This is an optimization exercise on Yosys and OpenROAD, whose aim is small area, not a production implementation.
Only simulation tests tie the RTL to the original design; equivalence was not proved.
The clock input has no modelled driver; a real chip could not lean on it and would need a root buffer or a full tree.
No activity file was given, so power comes from the tool's default toggle rates.

## zinc
// cmd_ctrl_top
module cmd_ctrl_top #(
    parameter       p_clk_freq  = 50000000,
    parameter       p_baud_freq = 115200
) (
    input           i_clk,
    input           i_rst,
    output          o_tx,
    input           i_rx
);
Size in the first run: roughly 53 flip-flops, roughly 4 I/O pins.
==> flow/config.mk <==
export PLATFORM = sky130hd
export DESIGN_NAME = cmd_ctrl_top
export DESIGN_NICKNAME = cmd_ctrl_top
export VERILOG_FILES = /design/flow/design.v
export SDC_FILE = /design/flow/constraint.sdc
export NUM_CORES = 4
export LEC_CHECK = 0
export CAP_MARGIN = 20
export CORE_MARGIN = 2
export CORE_UTILIZATION = 40
export SLEW_MARGIN = 20
==> flow/constraint.sdc <==
create_clock -name core_clock -period 20.0 [get_ports {i_clk}]
set_input_delay 4.0000 -clock core_clock [delete_from_list [all_inputs] [get_ports {i_clk}]]
set_output_delay 4.0000 -clock core_clock [all_outputs]
set_load 0.01 [all_outputs]
run.sh (not shown) runs the stock make flow with config.mk's settings and CLKGATE_MAP_FILE= SYNTH_SCRIPT=/design/flow/synth_recipe.tcl, a recipe that flattens the netlist after the stock synthesis.
The following lists how indigo was set up differently from zinc:
- putting ABC_AREA at 1 where nothing was set
--- outcome ---
Between zinc and indigo, the placeable core region is lower for zinc. Changes observed in indigo relative to zinc: fraction of registers with async set/reset has remained practically unchanged; least setup slack across all paths after layout up 31 ps; clock latency reported for the late side of the worst-skew pair held steady; count of different cell masters after synthesis went down by about 35%; via count now larger. Compared to zinc, the router laid down more metal wire for indigo. On sequential share of power: indigo sits below zinc.
Here is what was changed in the inputs of pepper compared with indigo.
- ABC_AREA: 1 -> unset
==> flow/flow/run.sh (new file) <==
#!/bin/bash
# Standard layout, except that synthesis maps the logic with an area-oriented
# ABC script (flow/area.abc) in place of ORFS's speed script. Registers,
# their names and cell types are those of the standard synthesis.
set -euo pipefail
W=$(pwd)
sed "s#SYNTH_SCRIPT=[^ ]*#SYNTH_SCRIPT=$W/flow/synth_wrap.tcl#" standard.sh > run_standard.sh
grep -q "synth_wrap.tcl" run_standard.sh
export FLOW_ABC_SCRIPT="$W/flow/area.abc"
export FLOW_SYNTH_TCL="$W/synth_recipe.tcl"
bash run_standard.sh > "$W/make_flow.log" 2>&1
==> flow/flow/area.abc (new file) <==
&get -n
&st
&syn2
&dch -f
&nf -R 1000
&put
==> flow/flow/synth_wrap.tcl (new file) <==
# synth_recipe.tcl with the final technology mapping's ABC script replaced.
proc abc {args} {
  set i [lsearch -exact $args -script]
  if { $i >= 0 } {
    set args [lreplace $args $i [expr { $i + 1 }]]
  }
  yosys abc -script $::env(FLOW_ABC_SCRIPT) {*}$args
}
source $::env(FLOW_SYNTH_TCL)
==> flow/standard.sh (new file) <==
#!/bin/bash
# synth_recipe.tcl (not shown) runs the flow's synth.tcl, then flattens the netlist and writes it again
# the make line also repeats each setting of config.mk as NAME=value (left out here)
make -C /OpenROAD-flow-scripts/flow DESIGN_CONFIG=/design/flow/config.mk WORK_HOME=/design/flow/orfs CLKGATE_MAP_FILE= SYNTH_SCRIPT=/design/flow/synth_recipe.tcl "${@:-finish}"
removed: flow/run.sh
- pepper was carried through to the last stage, and its layout satisfied the timing, design-rule and antenna checks.
- Min clock tree cell share of total cell area across indigo and pepper: pepper
- pepper vs indigo — synthesized instance count dropped 30%.
- Compared with indigo, area after synthesis in pepper decreased by a little under 10%.
- Comparing worst hold margin for indigo and pepper, the smaller number came from indigo.
- Looking at sequential share of layout area, pepper sits 4.4 points above indigo.
- In the flow results for indigo and pepper, the total internal power is smaller on indigo.


The RTL this note starts from:
==> flow/design.v <==
module cmd_ctrl_top #(
    parameter       p_clk_freq  = 50000000,
    parameter       p_baud_freq = 115200
) (
    input           i_clk,
    input           i_rst,
    output          o_tx,
    input           i_rx
);
localparam [8:0] L_TICK  = 9'b111010101;
localparam [8:0] L_START = 9'b010000010;
reg  [8:0] rxp;
reg  [3:0] rxs;
reg  [7:0] rxd;
wire       rx_idle = (rxs[3:1] == 3'b001);      
wire       rx_tick = (rxp == L_TICK);
wire       rx_done = (rxs == 4'd2);
wire       freeze;
always @(posedge i_clk) begin
    if (~i_rst | (i_rx & rx_idle))
        rxp <= L_START;
    else
        rxp <= {rxp[7:0], ~(rxp[8] ^ rxp[4] ^ rx_tick)};
end
always @(posedge i_clk) begin
    if (~i_rst)
        rxs <= 4'd3;
    else if (rx_tick | rx_done) case (rxs)
        4'd3:  rxs <= 4'd8;
        4'd8:  rxs <= 4'd9;
        4'd9:  rxs <= 4'd10;
        4'd10: rxs <= 4'd11;
        4'd11: rxs <= 4'd12;
        4'd12: rxs <= 4'd13;
        4'd13: rxs <= 4'd14;
        4'd14: rxs <= 4'd15;
        4'd15: rxs <= 4'd0;
        4'd0:  rxs <= 4'd1;
        4'd1:  rxs <= 4'd2;
        default: rxs <= 4'd3;
    endcase
end
always @(posedge i_clk) begin
    if (rx_tick & rxs[3] & ~freeze)
        rxd <= {i_rx, rxd[7:1]};
end
wire [3:0] lo = rxd[3:0];
wire       is_dig = (rxd[7:4] == 4'h3) & ~(lo[3] & (lo[2] | lo[1]));
wire       is_let = (rxd[7:4] == 4'h4) & ~lo[3] & (lo[2:0] != 3'b000) & (lo[2:0] != 3'b111);
wire [3:0] rx_hex = is_dig ? (lo[3] ? {1'b1, lo[0], lo[0], lo[0]} : lo) :
                    is_let ? {1'b1, lo[2:0]} : 4'b1110;
reg  [8:0] txp;
wire       tx_tick = (txp == L_TICK);
always @(posedge i_clk or negedge i_rst) begin
    if (~i_rst)
        txp <= L_START;
    else
        txp <= {txp[7:0], ~(txp[8] ^ txp[4] ^ tx_tick)};
end
localparam [2:0] I_C = 3'd0, I_CR = 3'd1, I_G = 3'd2, I_L = 3'd3,
                 I_LF = 3'd4, I_X = 3'd5, I_D2 = 3'd6, I_H = 3'd7;
localparam [3:0] P_REQ = 4'd4, P_OTHER = 4'd3;
localparam [6:0]
    S_CMD  = {I_C,  P_OTHER},
    S_D0   = {I_G,  P_OTHER},
    S_PROC = {I_L,  P_OTHER},
    S_R0   = {I_CR, P_OTHER},
    S_IDLE = {I_X,  P_OTHER},
    S_D2   = {I_D2, P_OTHER},
    S_D1   = {I_H,  P_OTHER};
reg  [6:0] st;
reg        ca;       
reg        cb;       
reg  [7:0] r_reg;
reg  [3:0] pb_hi;    
wire [2:0] idx = st[6:4];
wire [3:0] ph  = st[3:0];
wire [7:0] ch;
wire       par;
always @(posedge i_clk or negedge i_rst) begin
    if (~i_rst)
        st <= S_IDLE;
    else case (ph)
        4'd4:  st <= {idx, 4'd5};
        4'd5:  st <= {idx, 4'd6};
        4'd6:  if (tx_tick) st <= {idx, 4'd7};
        4'd7:  if (tx_tick) st <= {idx, 4'd8};
        4'd8:  if (tx_tick) st <= {idx, 4'd9};
        4'd9:  if (tx_tick) st <= {idx, 4'd10};
        4'd10: if (tx_tick) st <= {idx, 4'd11};
        4'd11: if (tx_tick) st <= {idx, 4'd12};
        4'd12: if (tx_tick) st <= {idx, 4'd13};
        4'd13: if (tx_tick) st <= {idx, 4'd14};
        4'd14: if (tx_tick) st <= {idx, 4'd15};
        4'd15: if (tx_tick) st <= {idx, 4'd0};
        4'd0:  if (tx_tick) st <= {idx, 4'd1};
        4'd1:  if (tx_tick) st <= {idx, 4'd2};
        4'd2:  case (idx)
            I_C:     st <= ca ? S_D2 : S_D0;
            I_G:     st <= S_PROC;
            I_L:     st <= {I_H, P_REQ};
            I_H:     st <= S_R0;
            I_CR:    st <= {I_LF, P_REQ};
            default: st <= S_IDLE;
        endcase
        default: case (idx)
            I_X:     if (rx_done) st <= S_CMD;
            I_C:     st <= (ca | cb) ? {I_C, P_REQ} : S_D0;
            I_D2:    if (rx_done) st <= S_D1;
            I_H:     if (rx_done) st <= S_D0;
            I_G:     st <= cb ? {I_G, P_REQ} : S_PROC;
            I_L:     st <= cb ? {I_L, P_REQ} : S_R0;
            I_CR:    st <= (ca | cb) ? {I_CR, P_REQ} : S_IDLE;
            default: st <= S_IDLE;
        endcase
    endcase
end
always @(posedge i_clk) begin
    if (st == S_IDLE) begin
        ca <= (rxd == 8'h70) | (rxd == 8'h77);
        cb <= (rxd == 8'h70) | (rxd == 8'h72);
    end
end
always @(posedge i_clk) begin
    if (~i_rst)
        r_reg <= 8'd0;
    else if (((st == S_D2) | (st == S_D1)) & rx_done & ~cb)
        r_reg <= {r_reg[3:0], rx_hex};
end
always @(posedge i_clk) begin
    if ((st == S_D2) & rx_done)
        pb_hi <= rx_hex;
end
wire ping = ca & cb;
assign freeze = ping & (idx[2:1] == 2'b01);
wire [3:0] dig = ~idx[2] ? (ping ? rx_hex : r_reg[3:0])
                         : (ping ? pb_hi  : r_reg[7:4]);
wire       dl  = dig[3] & (dig[2:0] != 3'b000) & (dig[2:0] != 3'b111);
wire       d9  = (dig == 4'b1111);
wire [7:0] dig_ch = {1'b0, dl, ~dl, ~dl, dig[3] & ~dl, dig[2] & ~d9, dig[1] & ~d9, dig[0]};
reg        dig_par;
always @(*) begin
    case (dig)
        4'b0000, 4'b0011, 4'b0101, 4'b0110, 4'b1111,
        4'b1001, 4'b1010, 4'b1100: dig_par = 1'b0;
        default:                   dig_par = 1'b1;
    endcase
end
assign ch = (idx == I_C)  ? 8'h3A :
            (idx == I_G)  ? 8'h3E :
            (idx == I_CR) ? 8'h0D :
            (idx == I_LF) ? 8'h0A :
                            dig_ch;
assign par = (idx == I_C)  ? 1'b0 :
             (idx == I_G)  ? 1'b1 :
             (idx == I_CR) ? 1'b1 :
             (idx == I_LF) ? 1'b0 :
                             dig_par;
wire tx_out = ph[3]       ? ch[ph[2:0]] :
              (ph == 4'd7) ? 1'b0 :
              (ph == 4'd0) ? par :
                             1'b1;
wire waiting = (ph != 4'd3) & (ph != 4'd4) & (ph != 4'd5);
wire lb = ~(waiting | ((idx == I_L) & (ph != 4'd3)) | ((st == S_R0) & ~cb));
assign o_tx = lb ? i_rx : tx_out;
endmodule
==> flow/config.mk <==
export PLATFORM = sky130hd
export DESIGN_NAME = cmd_ctrl_top
export DESIGN_NICKNAME = cmd_ctrl_top
export VERILOG_FILES = /design/flow/design.v
export SDC_FILE = /design/flow/constraint.sdc
export NUM_CORES = 4
export LEC_CHECK = 0
export CAP_MARGIN = 20
export CORE_MARGIN = 2
export CORE_UTILIZATION = 40
export SLEW_MARGIN = 20
==> flow/constraint.sdc <==
create_clock -name core_clock -period 20.0 [get_ports {i_clk}]
set_input_delay 4.0000 -clock core_clock [delete_from_list [all_inputs] [get_ports {i_clk}]]
set_output_delay 4.0000 -clock core_clock [all_outputs]
set_load 0.01 [all_outputs]
standard.sh (not shown) runs the stock make flow with config.mk's settings and CLKGATE_MAP_FILE= SYNTH_SCRIPT=/design/flow/synth_recipe.tcl, a recipe that flattens the netlist after the stock synthesis.
==> flow/flow/run.sh <==
#!/bin/bash
# Standard layout, except that synthesis maps the logic with an area-oriented
# ABC script (flow/area.abc) in place of ORFS's speed script, and leaves
# half/full adders to ABC (no extract_fa pass). Registers, their names and
# cell types are those of the standard synthesis.
set -euo pipefail
W=$(pwd)
sed -e "s#SYNTH_SCRIPT=[^ ]*#SYNTH_SCRIPT=$W/flow/synth_wrap.tcl#" \
    -e "s#CLKGATE_MAP_FILE= #CLKGATE_MAP_FILE= ADDER_MAP_FILE= #" standard.sh > run_standard.sh
grep -q "ADDER_MAP_FILE= " run_standard.sh
grep -q "synth_wrap.tcl" run_standard.sh
export FLOW_ABC_SCRIPT="$W/flow/area.abc"
export FLOW_SYNTH_TCL="$W/synth_recipe.tcl"
bash run_standard.sh > "$W/make_flow.log" 2>&1
==> flow/flow/area.abc <==
&get -n
&st
&deepsyn -T 20
&dch -f
&nf -R 1000
&put
==> flow/flow/synth_wrap.tcl <==
# synth_recipe.tcl with the final technology mapping's ABC script replaced.
proc abc {args} {
  set i [lsearch -exact $args -script]
  if { $i >= 0 } {
    set args [lreplace $args $i [expr { $i + 1 }]]
  }
  yosys abc -script $::env(FLOW_ABC_SCRIPT) {*}$args
}
source $::env(FLOW_SYNTH_TCL)
Edit:
--- a/flow/flow/run.sh
+++ b/flow/flow/run.sh
@@ -4,3 +4,4 @@
 # half/full adders to ABC (no extract_fa pass). Registers, their names and
-# cell types are those of the standard synthesis.
+# cell types are those of the standard synthesis. Clock tree synthesis adds
+# no dummy loads, and the port buffers are buf_1.
 set -euo pipefail
@@ -11,2 +12,4 @@
 grep -q "synth_wrap.tcl" run_standard.sh
+export CTS_ARGS="-sink_clustering_enable -repair_clock_nets -dont_use_dummy_load -sink_clustering_size 60 -sink_clustering_max_diameter 500 -buf_list sky130_fd_sc_hd__clkbuf_16 -root_buf sky130_fd_sc_hd__clkbuf_16"
+export BUFFER_PORTS_ARGS="-inputs -outputs -buffer_cell sky130_fd_sc_hd__buf_1"
 export FLOW_ABC_SCRIPT="$W/flow/area.abc"
What happened: Routed wire length rose by 0.71%; die area does not change; area after synthesis stays the same; power rose by 9.3%; clock-buffer cell count does not change; final cell count fell by 1.0%; hold slack gets worse by 0.0066 ns.
Edit:
--- a/flow/flow/run.sh
+++ b/flow/flow/run.sh
@@ -4,4 +4,4 @@
 # half/full adders to ABC (no extract_fa pass). Registers, their names and
-# cell types are those of the standard synthesis. Clock tree synthesis adds
-# no dummy loads, and the port buffers are buf_1.
+# cell types are those of the standard synthesis. The port buffers are buf_1,
+# and the clock tree is three clkbuf_8 fed by the clock port (flow/cts_single.tcl).
 set -euo pipefail
@@ -12,3 +12,6 @@
 grep -q "synth_wrap.tcl" run_standard.sh
-export CTS_ARGS="-sink_clustering_enable -repair_clock_nets -dont_use_dummy_load -sink_clustering_size 60 -sink_clustering_max_diameter 500 -buf_list sky130_fd_sc_hd__clkbuf_16 -root_buf sky130_fd_sc_hd__clkbuf_16"
+export PRE_CTS_TCL="$W/flow/cts_single.tcl"
+export FLOW_CLOCK_NET=i_clk
+export FLOW_CLOCK_GROUPS=3
+export FLOW_CLOCK_BUF=sky130_fd_sc_hd__clkbuf_8
 export BUFFER_PORTS_ARGS="-inputs -outputs -buffer_cell sky130_fd_sc_hd__buf_1"
==> flow/flow/cts_single.tcl (new file) <==
# Sourced before ORFS's CTS step (PRE_CTS_TCL). Replaces the clock tree
# synthesis command: the registers are split by x position into
# FLOW_CLOCK_GROUPS groups of equal size, and one FLOW_CLOCK_BUF placed at
# the centre of each group drives its clock pins from the clock port's net.
# Detailed placement legalizes the buffers afterwards.
proc clock_tree_synthesis { args } {
  set block [ord::get_db_block]
  set dbu [$block getDbUnitsPerMicron]
  set net [$block findNet $::env(FLOW_CLOCK_NET)]
  set sinks {}
  foreach iterm [$net getITerms] {
    set inst [$iterm getInst]
    set box [$inst getBBox]
    set x [expr { ([$box xMin] + [$box xMax]) / 2.0 / $dbu }]
    set y [expr { ([$box yMin] + [$box yMax]) / 2.0 / $dbu }]
    lappend sinks [list $x $y "[$inst getName]/[[$iterm getMTerm] getName]"]
  }
  set sinks [lsort -real -index 0 $sinks]
  set n [llength $sinks]
  set groups $::env(FLOW_CLOCK_GROUPS)
  for { set g 0 } { $g < $groups } { incr g } {
    set lo [expr { $g * $n / $groups }]
    set hi [expr { ($g + 1) * $n / $groups - 1 }]
    set sx 0
    set sy 0
    set pins {}
    foreach s [lrange $sinks $lo $hi] {
      set sx [expr { $sx + [lindex $s 0] }]
      set sy [expr { $sy + [lindex $s 1] }]
      lappend pins [get_pins [lindex $s 2]]
    }
    set m [expr { $hi - $lo + 1 }]
    set x [expr { $sx / $m }]
    set y [expr { $sy / $m }]
    puts "clock buffer $g for $m clock pins at ($x, $y)"
    insert_buffer -buffer_cell $::env(FLOW_CLOCK_BUF) -net $::env(FLOW_CLOCK_NET) \
      -load_pins $pins -location [list $x $y] \
      -buffer_name clkbuf_leaf_$g -net_name clk_leaf_$g
  }
}
Effect:
- The changed run finished clean
- register-to-register slack is about the same
- flip-flop and latch count stays the same
- synthesized cell count does not change
- die area does not change
- area after synthesis does not change
- global-route usage is lower by 1.4 points
- worst setup slack is about the same
Edit:
--- a/flow/flow/run.sh
+++ b/flow/flow/run.sh
@@ -4,4 +4,4 @@
 # half/full adders to ABC (no extract_fa pass). Registers, their names and
-# cell types are those of the standard synthesis. The port buffers are buf_1,
-# and the clock tree is three clkbuf_8 fed by the clock port (flow/cts_single.tcl).
+# cell types are those of the standard synthesis. Clock tree synthesis adds
+# no dummy loads, and the port buffers are buf_1.
 set -euo pipefail
@@ -12,6 +12,3 @@
 grep -q "synth_wrap.tcl" run_standard.sh
-export PRE_CTS_TCL="$W/flow/cts_single.tcl"
-export FLOW_CLOCK_NET=i_clk
-export FLOW_CLOCK_GROUPS=3
-export FLOW_CLOCK_BUF=sky130_fd_sc_hd__clkbuf_8
+export CTS_ARGS="-sink_clustering_enable -repair_clock_nets -dont_use_dummy_load"
 export BUFFER_PORTS_ARGS="-inputs -outputs -buffer_cell sky130_fd_sc_hd__buf_1"
removed: flow/flow/cts_single.tcl
Outcome:
- via count stays flat
- cell count went up by 0.69%
- utilization climbs by 0.53 points
- die area is unchanged
The clock cells of the third run of this note come from the design's own scripts or RTL, not from TritonCTS.

-- port drivers added, routing unchanged --
How much do the figures lean on ideal ports? The routed layouts below were timed once more, with nothing changed but the port constraints. Step 1 assumes that a clkbuf_16 drives the clock port and a buf_2 every other input. Step 2, shift: input delay + t, output delay - t, t = (earliest + latest rising clock arrival at the registers) / 2. This alone moves slack from input paths to output paths. Slacks: ideal / step 1 / step 2; pairs: ideal / step 1.
| run | t (ns) | slack for setup (ns) | latest minus earliest clock arrival (ns) | worst slew at a driven data input, ns |
|---|---|---|---|---|
| zinc | 0.335 | 10.615 / 10.593 / 10.593 | 0.013 / 0.012 | 0.03 |
| indigo | 0.341 | 10.645 / 10.623 / 10.623 | 0.012 / 0.012 | 0.03 |
| pepper | 0.324 | 10.643 / 10.621 / 10.621 | 0.014 / 0.014 | 0.03 |
| the first run of note 2 | 0.325 | 10.766 / 10.744 / 10.744 | 0.007 / 0.006 | 0.03 |
| the second run of note 2 | 0.312 | 11.540 / 11.518 / 11.518 | 0.016 / 0.016 | 0.03 |
| the third run of note 2 | 0.204 | 11.540 / 11.519 / 11.519 | 0.021 / 0.020 | 0.03 |
| the fourth run of note 2 | 0.317 | 11.540 / 11.519 / 11.519 | 0.026 / 0.026 | 0.03 |
After both steps setup and hold are still met in every run listed.
